Source: an optimization exercise on an open RTL-to-GDS flow (aim: small area). Production flows keep margins and buffers that such runs may drop.
The RTL was checked by simulation tests, not by an equivalence proof against the original design.
The clock port is modelled as an ideal driver, which makes a skipped or thinned clock tree look cheaper than it is; a real chip needs a root buffer or a tree.
Power is estimated from default activity; no workload was simulated.

==> module stopwatch, before the edit <==
module stopwatch(
    input           clk,
    input   [1:0]   sw,      
    input           btnS,    
    input           btnR,    
    output  [7:0]   seg,     
    output  [3:0]   an       
    );
    wire rst = btnR;
    wire adj = sw[0];
    wire sel = sw[1];
    reg x;
    reg y;
    reg z;
    wire ps  = x & ~z;
    wire pm  = y & ~z;
    wire bs  = x & z;
    wire bmp = y & z;
    reg [7:0] c1;
    reg [6:0] c2;
    reg c3h;
    wire c3l = z & ~(x & y);
    wire t400 = c1 == 8'h28;
    wire t4   = t400 & (&c2);
    wire fb = c1[7] ^ c1[4] ^ c1[2] ^ c1[0];
    wire [6:0] c2_inc = c2 + {6'd0, t400};
    always @(posedge clk) begin
        if (rst) begin
            c1 <= 8'h08;
            c2 <= 7'd28;
            c3h <= 1'b0;
        end
        else begin
            c1 <= {c1[6], c1[5] & ~t400, c1[4:0], fb};
            c2 <= c2_inc | {2'b0, t4, t4, t4, 2'b0};
            if (t4 & c3l)
                c3h <= ~c3h;
        end
    end
    reg [2:0] hist;
    reg pause;
    always @(posedge clk) begin
        if (t400)
            hist[2] <= hist[1];
        if (rst) begin
            hist[1:0] <= 2'b00;
            pause <= 1'b0;
        end
        else if (t400) begin
            hist[1:0] <= {hist[0], btnS};
            if (hist == 3'b110)
                pause <= ~pause;
        end
    end
    reg [3:0] so;
    reg [3:0] mo;
    reg [2:0] st;
    reg [2:0] mt;
    reg bm;
    reg mtp;    
    wire so9 = so[3] & so[0];
    wire mo9 = mo[3] & mo[0];
    function [3:0] bcd_inc(input [3:0] d);
        bcd_inc = {(d[3] & ~d[0]) | (d[2] & d[1] & d[0]),
                   d[2] ^ (d[1] & d[0]),
                   d[1] ^ (d[0] & ~d[3]),
                   ~d[0]};
    endfunction
    wire [3:0] so_n = ps ? bcd_inc(so) : so;
    wire [2:0] st_n = (ps & so9) ? {st[1:0], ~st[2]} : st;
    wire [3:0] mo_n = pm ? (mo9 ? 4'd0 : mo + 4'd1) : mo;
    wire hz1 = c3h & c3l;
    wire hz2 = c3l;
    wire sec_en = adj ? (sel & hz2) : (~pause & hz1);
    wire min_en = adj ? (~sel & hz2) : (sec_en & so_n[3] & so_n[0] & st_n[2] & ~st_n[1]);
    wire noshow = ~c3l;
    always @(posedge clk) begin
        if (rst) begin
            so <= 4'd0;
            st <= 3'd0;
            mo <= 4'd0;
            x <= 1'b1;
            y <= 1'b1;
            z <= 1'b1;
        end
        else if (t4) begin
            so <= so_n;
            st <= st_n;
            mo <= mo_n;
            x <= sec_en | (adj & sel & noshow);
            y <= min_en | (adj & ~sel & noshow);
            z <= noshow;
        end
    end
    always @(posedge clk) begin
        if (rst) begin
            mt <= 3'd0;
            mtp <= 1'b0;
            bm <= 1'b1;
        end
        else if (t400) begin
            if (mtp)
                mt <= {mt[1:0], ~mt[2]};
            mtp <= t4 & pm & mo9;
            bm <= bmp;
        end
    end
    wire started = ~(~c2[6] & ~c2[5] & ~c2[1] & ~c2[0] & x & y & z);
    wire [1:0] pos = c2[1:0] - 2'd1;
    wire [2:0] stb = {st[2] & ~st[0], st[1] & st[0], st[0] & ~st[1] | st[2] & st[0] | st[2] & ~st[1]};
    wire [2:0] mtb = {mt[2] & ~mt[0], mt[1] & mt[0], mt[0] & ~mt[1] | mt[2] & mt[0] | mt[2] & ~mt[1]};
    wire [3:0] code = (pos == 2'd0) ? (bs ? 4'hf : so) :
                      (pos == 2'd1) ? (bs ? 4'hf : {1'b0, stb}) :
                      (pos == 2'd2) ? (bm ? 4'hf : mo) :
                                      (bm ? 4'hf : {1'b0, mtb});
    assign an[0] = ~(started & pos == 2'd0);
    assign an[1] = ~(started & pos == 2'd1);
    assign an[2] = ~(started & pos == 2'd2);
    assign an[3] = ~(started & pos == 2'd3);
    wire [6:0] seg_l =          
        (code == 4'h0) ? ~7'b0111111 :
        (code == 4'h1) ? ~7'b0000110 :
        (code == 4'h2) ? ~7'b1011011 :
        (code == 4'h3) ? ~7'b1001111 :
        (code == 4'h4) ? ~7'b1100110 :
        (code == 4'h5) ? ~7'b1101101 :
        (code == 4'h6) ? ~7'b1111101 :
        (code == 4'h7) ? ~7'b0000111 :
        (code == 4'h8) ? ~7'b1111111 :
        (code == 4'h9) ? ~7'b1101111 :
                         ~7'b0000000;
    assign seg = {1'b1, seg_l};
endmodule
export LEC_CHECK = 0
export CAP_MARGIN = 20
export CORE_MARGIN = 2
export CORE_UTILIZATION = 40
export SLEW_MARGIN = 20
create_clock -name core_clock -period 10.0 [get_ports {clk}]
standard.sh (not shown) runs the stock make flow with config.mk's settings and CLKGATE_MAP_FILE= SYNTH_SCRIPT=/design/flow/synth_recipe.tcl, a recipe that flattens the netlist after the stock synthesis.
==> flow/flow/run.sh <==
#!/bin/bash
# Layout flow: the standard ORFS flow (standard.sh) with these changes.
#  1. Synthesis is the standard one, except that Yosys does not extract
#     half/full adders into adder cells (ADDER_MAP_FILE empty), and ABC maps
#     the logic with the area-oriented script flow/abc_area.script.
#     Registers are mapped before ABC runs, so they are the standard
#     synthesis's, with the same names and cell types.
#  2. Port buffers are buf_1 (buffer_ports -buffer_cell).
#  3. Clock distribution: instead of clock_tree_synthesis, the clock port
#     drives three buf_6 leaf buffers, one per strip of the die
#     (flow/leafcts.tcl); the rest of the CTS step (timing repair, detailed
#     placement) is unchanged.
# The ORFS scripts are copied to scripts_area/ and only those two points are
# changed there. Each step's output goes to a log file in this folder.
set -euo pipefail
W=$(pwd)
rm -rf "$W/scripts_area"
cp -r "$FLOW_HOME/scripts" "$W/scripts_area"
cp "$W/flow/abc_area.script" "$W/scripts_area/abc_area.script"
sed -i "s|^log_cmd clock_tree_synthesis {\*}\$cts_args\$|source $W/flow/leafcts.tcl; my_cts|" "$W/scripts_area/cts.tcl"
grep -q "my_cts" "$W/scripts_area/cts.tcl"
export SCRIPTS_DIR="$W/scripts_area"
ADDER_MAP_FILE= ABC_AREA=1 bash standard.sh synth > "$W/synth.log" 2>&1
export BUFFER_PORTS_ARGS="-buffer_cell sky130_fd_sc_hd__buf_1"
bash standard.sh > "$W/layout.log" 2>&1
Other scripts of this flow, unchanged in this note and not shown: flow/flow/abc_area.script, flow/flow/leafcts.tcl
The starting point finished clean.
==> next run, changes <==
--- a/flow/design.v
+++ b/flow/design.v
@@ -11,5 +11,6 @@
     wire adj = sw[0];
     wire sel = sw[1];
-    reg x;
+    reg x_i;    
+    wire x = ~x_i;
     reg y;
     reg z;
@@ -18,6 +19,8 @@
     wire bs  = x & z;
     wire bmp = y & z;
-    reg [7:0] c1;
-    reg [6:0] c2;
+    reg [7:0] c1_s;    
+    wire [7:0] c1 = c1_s ^ 8'hc3;
+    reg [6:0] c2_s;    
+    wire [6:0] c2 = c2_s ^ 7'h20;
     reg c3h;
     wire c3l = z & ~(x & y);
@@ -28,11 +31,11 @@
     always @(posedge clk) begin
         if (rst) begin
-            c1 <= 8'h08;
-            c2 <= 7'd28;
+            c1_s <= 8'h08 ^ 8'hc3;
+            c2_s <= 7'd28 ^ 7'h20;
             c3h <= 1'b0;
         end
         else begin
-            c1 <= {c1[6], c1[5] & ~t400, c1[4:0], fb};
-            c2 <= c2_inc | {2'b0, t4, t4, t4, 2'b0};
+            c1_s <= {c1[6], c1[5] & ~t400, c1[4:0], fb} ^ 8'hc3;
+            c2_s <= (c2_inc | {2'b0, t4, t4, t4, 2'b0}) ^ 7'h20;
             if (t4 & c3l)
                 c3h <= ~c3h;
@@ -81,5 +84,5 @@
             st <= 3'd0;
             mo <= 4'd0;
-            x <= 1'b1;
+            x_i <= 1'b0;
             y <= 1'b1;
             z <= 1'b1;
@@ -89,5 +92,5 @@
             st <= st_n;
             mo <= mo_n;
-            x <= sec_en | (adj & sel & noshow);
+            x_i <= ~(sec_en | (adj & sel & noshow));
             y <= min_en | (adj & ~sel & noshow);
             z <= noshow;
Effect: Synthesized cell count went down by 0.97%; worst setup slack degrades by 0.39 ns; fmax went down by 8.4%; cell count went down by 1.5%; hold slack degrades by 0.0040 ns; sequential share of layout area went up by 0.29 points; register-to-register slack degrades by 0.61 ns; power went up by 0.81%.
No run of this note takes its clock network from TritonCTS; it comes from the design's own scripts or RTL.

## what the ideal ports hide
No port has a modelled driver above. Below, the same layouts with a new extraction and two added sets of constraints. Step 1, drivers: a clkbuf_16 drives clk and a buf_2 each remaining input, both assumed. Step 2 times the ports against the registers' clock, not the clock port: input delays grow and output delays shrink by t, the midpoint of the rising clock arrivals with the driver on. a / b / c = no drivers / after step 1 / after step 2; a / b = the first two.
| run | t, ns | setup slack, ns | worst hold slack (ns) |
|---|---|---|---|
| the first run | 0.163 | 5.764 / 5.720 / 5.882 | 0.420 / 0.420 / 0.420 |
| the second run | 0.165 | 5.374 / 5.327 / 5.492 | 0.416 / 0.416 / 0.416 |
After both steps every run listed still meets setup and hold.
